What follows belongs to an exercise in optimizing a design on an open flow for small area, a short achievable clock period and few clock cycles per item; a production flow would make more cautious choices.
Only the layout flow was run in this run; the RTL was not checked for function there.

--- design/flow/design.v ---
module fir #(parameter NrOfTaps = 10,
	     parameter SampleWidth = 8,
	     parameter CoeffWidth = 12,
	     parameter SumWidth = 23,
             parameter TruncatedMSBs = 4,
             parameter TruncatedLSBs = 11,
	     parameter AddrsWidth = 4,
	     parameter CoeffAddrsWidth = 3)
            (
	     input wire resetN,
	     input wire clk,
	     input wire sampleClk,
	     input wire [SampleWidth-1:0] sample,
	     output reg [SumWidth-TruncatedMSBs-TruncatedLSBs-1:0] sum,
	     output reg dav,
	     output reg rwN1,
	     output reg rwN2,
	     output reg [AddrsWidth-1:0] sampleAddrs1,
	     output reg [AddrsWidth-1:0] sampleAddrs2,
	     output reg [SampleWidth-1:0] dataIn,
	     input wire [SampleWidth-1:0] dataOut1,
	     input wire [SampleWidth-1:0] dataOut2,
	     output reg read,
	     output reg [CoeffAddrsWidth-1:0] coeffAddrs,
	     input wire [CoeffWidth-1:0] coeff);
   localparam OutWidth = SumWidth-TruncatedMSBs-TruncatedLSBs;
   reg [AddrsWidth-1:0] x1Addrs;
   reg [AddrsWidth-1:0] xnAddrs;
   reg signed [SampleWidth-1:0] sampleHold;
   wire signed [SampleWidth-1:0] bitdataOut1 = dataOut1;
   wire signed [SampleWidth-1:0] bitdataOut2 = dataOut2;
   wire signed [CoeffWidth-1:0] bitcoeff = coeff;
   reg signed [SumWidth-1:0] convSum;
   localparam [AddrsWidth-1:0] N = NrOfTaps-2;
   localparam [CoeffAddrsWidth-1:0] M = ((NrOfTaps % 2)==0) ? (NrOfTaps/2)-1 : ((NrOfTaps-1)/2);
   localparam [2:0] ramInit = 3'd0, idle = 3'd1, firstMac = 3'd2, middleMacs = 3'd3, lastMac = 3'd4;
   reg [2:0] state;
   wire signed [SumWidth-1:0] firstProd = (sampleHold + bitdataOut2) * bitcoeff;
   wire signed [SumWidth-1:0] macSum = convSum + (bitdataOut1 + bitdataOut2) * bitcoeff;
   wire signed [SumWidth-1:0] intSum = macSum;
   reg [OutWidth-1:0] sumNext;
   always @*
     begin
	sumNext = intSum[SumWidth-TruncatedMSBs-1:TruncatedLSBs] + intSum[TruncatedLSBs-1];
        if ((intSum[SumWidth-1:SumWidth-TruncatedMSBs-1] != 0) && (intSum[SumWidth-1] == 1'b0))  
          sumNext = {1'b0, {(OutWidth-1){1'b1}}};
        if (!(&(intSum[SumWidth-1:SumWidth-TruncatedMSBs-1])) && (intSum[SumWidth-1]))  
          sumNext = {1'b1, {(OutWidth-1){1'b0}}};
     end
   always @(posedge clk, negedge resetN)
     if (!resetN)
       begin
	  state <= ramInit;
	  x1Addrs <= 0;
	  xnAddrs <= N;
	  sampleAddrs1 <= 0;
	  sampleAddrs2 <= N;
	  rwN1 <= 0;  
	  rwN2 <= 1;
	  dataIn <= 0;
	  coeffAddrs <= 0;
	  read <= 1;
	  sampleHold <= 0;
	  convSum <= 0;
	  sum <= 0;
	  dav <= 0;
       end
     else
       case (state)
	 ramInit:
	   if (sampleAddrs1 == N)
	     state <= idle;
	   else
	     begin
		sampleAddrs1 <= sampleAddrs1 + 1'b1;
		dataIn <= 0;
	     end
	 idle:
           begin
              dav <= 0;
              sum <= 0;
	      if (sampleClk == 1)
		begin
		   state <= firstMac;
		   sampleHold <= sample;
		   sampleAddrs1 <= x1Addrs;
	           if (xnAddrs == 1'b0)
		     sampleAddrs2 <= N;
	           else
		     sampleAddrs2 <= xnAddrs - 1'b1;
		   coeffAddrs <= coeffAddrs + 1'b1;
		   rwN1 <= 1;
		   rwN2 <= 1;
		   read <= 1;
		end
	   end
	 firstMac:
	   begin
	      convSum <= firstProd;
	      state <= middleMacs;
	      if (sampleAddrs2 == 1'b0)
		sampleAddrs2 <= N;
	      else
		sampleAddrs2 <= sampleAddrs2 - 1'b1;
	      if (sampleAddrs1 == N)
		sampleAddrs1 <= 0;
	      else
		sampleAddrs1 <= sampleAddrs1 + 1'b1;
	      coeffAddrs <= coeffAddrs + 1'b1;
	   end
	 middleMacs:
	   begin
	      convSum <= macSum;
	      if (sampleAddrs1 == N)
		sampleAddrs1 <= 0;
	      else
		sampleAddrs1 <= sampleAddrs1 + 1'b1;
	      if (sampleAddrs2 == 1'b0)
		sampleAddrs2 <= N;
	      else
		sampleAddrs2 <= sampleAddrs2 - 1'b1;
              if (coeffAddrs == M)
		begin
		   state <= lastMac;
		   coeffAddrs <= 0;
		end
	      else
		coeffAddrs <= coeffAddrs + 1'b1;
	   end
	 lastMac:
	   begin
	      sum <= sumNext;
              dav <= 1;
	      rwN1 <= 0;
	      dataIn <= sampleHold;
	      sampleAddrs1 <= xnAddrs;
	      if (x1Addrs == 1'b0)
		x1Addrs <= N;
	      else
		x1Addrs <= x1Addrs - 1'b1;
	      if (xnAddrs == 1'b0)
	        begin
		   xnAddrs <= N;
		   sampleAddrs2 <= N;
		end
	      else
		begin
 		   xnAddrs <= xnAddrs - 1'b1;
		   sampleAddrs2 <= xnAddrs - 1'b1;
	        end
	      coeffAddrs <= 0;
	      state <= idle;
	   end
	 default:
	   state <= idle;
       endcase
endmodule  
module ram #(parameter NrOfWords = 9,
	     parameter WordSize = 8,
	     parameter AddrsSize = 4)
            (
	    input wire resetN,
	    input wire clk,
	    input wire rwN1,
	    input wire rwN2,
	    input wire [AddrsSize-1:0] addrs1,
	    input wire [AddrsSize-1:0] addrs2,
	    input wire [WordSize-1:0] dataIn1,
	    input wire [WordSize-1:0] dataIn2,
	    output reg [WordSize-1:0] dataOut1,
	    output reg [WordSize-1:0] dataOut2);
 reg [WordSize-1:0] regArray [0:NrOfWords-1];
   localparam [AddrsSize:0] NW = NrOfWords;
   always @(posedge clk, negedge resetN)
     begin
	if (!resetN)
	  begin
	     dataOut1 <= 0;
	     dataOut2 <= 0;
	  end
	else
	  begin
	     if (rwN1 == 1'b1)
	       dataOut1 <= regArray[addrs1];
	     if (rwN2 == 1'b1)
	       dataOut2 <= regArray[addrs2];
	  end
     end
   always @(posedge clk)
     begin
	if (rwN1 == 1'b0 && {1'b0, addrs1} < NW)
	  regArray[addrs1] <= dataIn1;
	if (rwN2 == 1'b0 && {1'b0, addrs2} < NW)
	  regArray[addrs2] <= dataIn2;
     end
endmodule  
module rom #(parameter NrOfWords = 5,
	     parameter WordSize = 12,
	     parameter AddrsSize = 3,
             parameter [NrOfWords*WordSize-1:0] coeffs = {12'h8,12'hfe7,12'hfac,12'heb,12'h37a}
             )
            (
	     input wire resetN,
	     input wire clk,
	     input wire read,
	     input wire [AddrsSize-1:0] addrs,
	     output reg [WordSize-1:0] dataOut
	     );
   localparam [AddrsSize:0] NW = NrOfWords;
   wire [WordSize-1:0] romArray [0:NrOfWords-1];
   genvar gi;
   generate
      for (gi = 0; gi < NrOfWords; gi = gi + 1) begin : g_word
	 assign romArray[gi] = coeffs[(NrOfWords-1-gi)*WordSize +: WordSize];
      end
   endgenerate
   wire [WordSize-1:0] word = ({1'b0, addrs} < NW) ? romArray[addrs] : {WordSize{1'b0}};
   always @(posedge clk, negedge resetN)
     begin
	if (!resetN)
	  dataOut <= 0;
	else if (read == 1)
	  dataOut <= word;
     end
endmodule  
module fir_top (
    input  wire       clk,
    input  wire       resetN,
    input  wire       sampleClk,
    input  wire [7:0] sample,
    output wire [7:0] sum,
    output wire       dav
);
   wire       rwN1, rwN2, read;
   wire [3:0] addrs1, addrs2;
   wire [7:0] dataIn1, dataOut1, dataOut2;
   wire [2:0] coeffAddrs;
   wire [11:0] coeff;
   fir #(.NrOfTaps(10), .SampleWidth(8), .CoeffWidth(12), .SumWidth(23),
         .TruncatedMSBs(4), .TruncatedLSBs(11), .AddrsWidth(4), .CoeffAddrsWidth(3))
   fir0 (.resetN(resetN), .clk(clk), .sampleClk(sampleClk), .sample(sample),
         .sum(sum), .dav(dav),
         .rwN1(rwN1), .rwN2(rwN2), .sampleAddrs1(addrs1), .sampleAddrs2(addrs2),
         .dataIn(dataIn1), .dataOut1(dataOut1), .dataOut2(dataOut2),
         .read(read), .coeffAddrs(coeffAddrs), .coeff(coeff));
   ram #(.NrOfWords(9), .WordSize(8), .AddrsSize(4))
   ram0 (.resetN(resetN), .clk(clk), .rwN1(rwN1), .rwN2(rwN2),
         .addrs1(addrs1), .addrs2(addrs2), .dataIn1(dataIn1), .dataIn2(8'd0),
         .dataOut1(dataOut1), .dataOut2(dataOut2));
   rom #(.NrOfWords(5), .WordSize(12), .AddrsSize(3),
         .coeffs({12'h008, 12'hfe7, 12'hfac, 12'h0eb, 12'h37a}))
   rom0 (.resetN(resetN), .clk(clk), .read(read), .addrs(coeffAddrs), .dataOut(coeff));
endmodule
--- design/flow/config.mk ---
export PLATFORM = sky130hd
export DESIGN_NAME = fir_top
export DESIGN_NICKNAME = fir_top
export VERILOG_FILES = /design/flow/design.v
export SDC_FILE = /design/flow/constraint.sdc
export NUM_CORES = 4
export LEC_CHECK = 0
export CAP_MARGIN = 20
export CORE_MARGIN = 2
export CORE_UTILIZATION = 40
export SLEW_MARGIN = 20
--- design/flow/run.sh ---
#!/bin/bash
# synth_recipe.tcl (not shown) runs the flow's synth.tcl, then flattens the netlist and writes it again
# the make line also repeats each setting of config.mk as NAME=value (left out here)
make -C /OpenROAD-flow-scripts/flow DESIGN_CONFIG=/design/flow/config.mk WORK_HOME=/design/flow/orfs CLKGATE_MAP_FILE= SYNTH_SCRIPT=/design/flow/synth_recipe.tcl finish
--- design/flow/constraint.sdc ---
create_clock -name core_clock -period 10.0 [get_ports {clk}]
set_input_delay 2.0000 -clock core_clock [delete_from_list [all_inputs] [get_ports {clk}]]
set_output_delay 2.0000 -clock core_clock [all_outputs]
set_load 0.01 [all_outputs]
==> impl_metrics.yaml <==
cells_and_area:
  final_nets: 1869
  num_antenna_cells: 0
  layout.cells.non_filler: 2069
  finish.utilization_pct: 43.7
  area_growth_pct: 8.47
  drive_gt1_share_pct: 7.48
drt:
  drt_iter0_drc: 722
  wl_met3_um: 1450
  maxUsedRoutingLayer: "met4"
  first_pass_iters: 5
  vias_per_cell: 5.25
  m1WireLength_um: 16900
  drc: 0
  vias: 10900
  route.met2.wl_um: 19000
  drtAntennaViolNets: 0
  post_drt_wl_per_cell_um: 18.3
  routed_wl_um: 37800
placed_design:
  placedCellCount: 2037
  gp_congestion: 0.852
  dp_hpwl_um: 29700
  portBuffers: 19
  dp_worst_setup_slack_ns: 2.12
logic_synthesis:
  seq_area_frac_synth_pct: 27.8
  avgSynthCellArea_um2: 10.7
  synth-seq-cells: 167
  yosys_most_used_dff: "dfrtp_1"
  synth_edf_count: 72
  synth_top_area_share_pct: 24.3
  synth.net_count: 1869
  synthAdderAreaFrac_pct: 34.7
  synth.most_common_cell: "inv_1"
  synthTopCellsByCount: "248 x inv_1, 198 x fa_1, 136 x ha_1"
  synth_top_area_cell: "fa_1"
  synth-async-reset-ratio_pct: 56.9
  ys_types: 66
  synth_top_family_by_area: "adder cells"
  yosys.area_share.xor_xnor_pct: 3.06
  synthTopCellsByArea: "fa_1 24%, dfrtp_1 14%, edfxtp_1 13%"
  synth-compound-area-share_pct: 9.36
  muxShareOfSynthArea_pct: 7.10
  synth-simple-area-share_pct: 11.2
  synth_cells: 1524
  ys_warn_count: 3
  synth_area_um2: 16300
sta:
  tightest_slew_ns: 0.997
  hold_violations: 0
  slew_violations: 0
  fin_worst_skew_ns: 0.0241
  holdWs_ns: 0.477
  setup_viol: 0
  period_needed_ns: 7.97
  fin_ws_ns: 2.03
  setup_tns_ns: 0
  relSlewSlack_pct: 33.1
  min_period_over_period_pct: 79.7
  clock.fmax_mhz: 125
  rsz0062_at_grt: "false"
setup_path:
  worstPathMaxFanout: 11
  startpoint_type: "register"
  slowest_delay_ns: 0.74
  end_kind: "register"
  cp_data_arrival_time_ns: 8.31
  cp_slowest_cell: "o211ai_1"
  critPathKind: "reg -> reg"
  required_ns: 10.34
clock_network:
  numCtsBuffers: 17
  cts_root_buf: "clkbuf_16"
  cts.clk_slew.worst_paths_ns: 0.10
  cts_setup_buffers: 0
  cts.sinks: 167
  cts-resized-gates: 0
  ctsHtreeMaxLevel: 4
  cts.path.max_buffers: 2
  clk_latency_ns: 0.46
  postCtsHoldBufs: 0
  cts_tree: "built"
die:
  pin_count: 20
  core_area_um2: 40600
  initial_core_util_pct: 40.3
  die_w_um: 206
  die_y_um: 206
  placementRows: 74
  die_area_um2: 42500
global_routing:
  globalRoute.totalOverflow: 0
  grt_pass1_vias: 11600
  grt_pass1_wl_um: 62700
  grt_max_degree: 71
  antenna_found_initial: 1
  grt_util_all_layers_pct: 19.4
hold_path:
  hold_class: "reg -> reg"
job:
  cap_violations: 0
status:
  status: "finished clean"
[registers in the layout (all words and copies together), names as in the netlist, 4 cells and up]
name and cells:
fir0.dataIn 8, ram0.dataOut2 8, fir0.sampleAddrs2 4, fir0.sampleHold 8
fir0.sampleAddrs1 4, ram0.dataOut1 8, fir0.xnAddrs 4, rom0.dataOut 8
fir0.sum 8, fir0.convSum 23, fir0.x1Addrs 4, ram0.regArray 72
[through the flow]
stage | area [µm²]
after floorplan | 16300
after global placement | 17100
after detailed placement | 17100
after CTS | 17700
after global routing | 17700
final | 17700
[final timing paths]
kind,slack [ns],startpoint,endpoint,cells past startpoint
worst min-delay path,0.48,ram0.regArray[8][4]$_DFFE_PP_,ram0.dataOut2[4]$_DFF_PN0_,2
worst min register to register,0.48,ram0.regArray[8][4]$_DFFE_PP_,ram0.dataOut2[4]$_DFF_PN0_,2
max in group asynchronous,7.24,resetN,fir0.convSum[22]$_DFFE_PN0N_,2
worst max-delay path,2.03,ram0.dataOut1[0]$_DFFE_PN0P_,fir0.sum[2]$_DFFE_PN0P_,31
min in group asynchronous,1.46,resetN,fir0.convSum[2]$_DFFE_PN0N_,1
worst max register to register,2.03,ram0.dataOut1[0]$_DFFE_PN0P_,fir0.sum[2]$_DFFE_PN0P_,31
[kinds of logic after synthesis]
logic type,count (synthesis)
muxes,74
buffers and inverters,294
and+or+nand+nor,363
xor gates and xnor gates,57
DFF,167
AOI/OAI and AO/OA,235
adders and majority gates,334
[cell type report]
cell class	instances	area, µm²
flip-flops and latches	167	4540
clock buffers	17	425
well taps	532	666
clock inverters	15	199
inverters	248	931
repair buffers	27	248
multi-input cells	1063	10700
fillers	3870	22800
[worst max-delay path, delay by kind of cell, from the launching register on]
family                   cells  cell delay (ns)
adder cells (fa/ha/maj)      8             2.93
flip-flops                   1             0.39
AND/OR/NAND/NOR              3             0.67
XOR/XNOR                     1             0.19
buffers and inverters        5             0.26
AO/OA/AOI/OAI               14             3.42
[metal layers]
layer	up-vias	GRT usage, %
li1	5068	-
met4	0	3.83
met3	31	3.33
met1	5587	25.6
met5	-	0
met2	175	33.6
[layout by cell type, fill, tap and decap left out, types with 6 or more instances in the layout]
| cell | count |
|---|---|
| inv_1 | 248 |
| fa_1 | 198 |
| ha_1 | 136 |
| nand2_1 | 123 |
| dfrtp_1 | 93 |
| and2_1 | 83 |
| edfxtp_1 | 72 |
| o21ai_0 | 70 |
| nor2_1 | 57 |
| a21oi_1 | 44 |
| xnor2_1 | 40 |
| mux4_2 | 32 |
| mux2i_1 | 27 |
| a21o_1 | 24 |
| a22o_1 | 18 |
| clkdlybuf4s50_1 | 18 |
| xor2_1 | 17 |
| clkbuf_16 | 17 |
| nor3_1 | 15 |
| mux2_2 | 15 |
| nand2b_1 | 14 |
| nor2b_1 | 12 |
| nand3_1 | 11 |
| o21bai_1 | 11 |
| and3_1 | 9 |
| buf_4 | 9 |
| or2_2 | 7 |
| o211ai_1 | 7 |
| o21a_1 | 7 |
| o21ai_1 | 7 |
| a22oi_1 | 6 |
| a31oi_1 | 6 |
| nand4_1 | 6 |
| o22ai_1 | 6 |

==> what the ideal ports hide <==
In the flow no input, the clock included, has a driving cell. The finished layout below was timed again as built, in two steps. Step 1, drivers: a clkbuf_16 drives clk and a buf_2 each remaining input, both assumed. Step 2 also shifts input and output timing later by t, the mid clock arrival at the registers, as if the neighbouring blocks saw the same clock. Three values: ideal, step 1, step 2; two values: the first two.
t (ns): 0.503
slack for setup (ns): 2.026 / 2.026 / 2.026
worst setup path after step 2: register to register
latest minus earliest clock arrival (ns): 0.024 / 0.024
After both steps this run still meets setup and hold. The setup slack of this run moves by 0.000 ns with the drivers and by 0.000 ns with both steps.
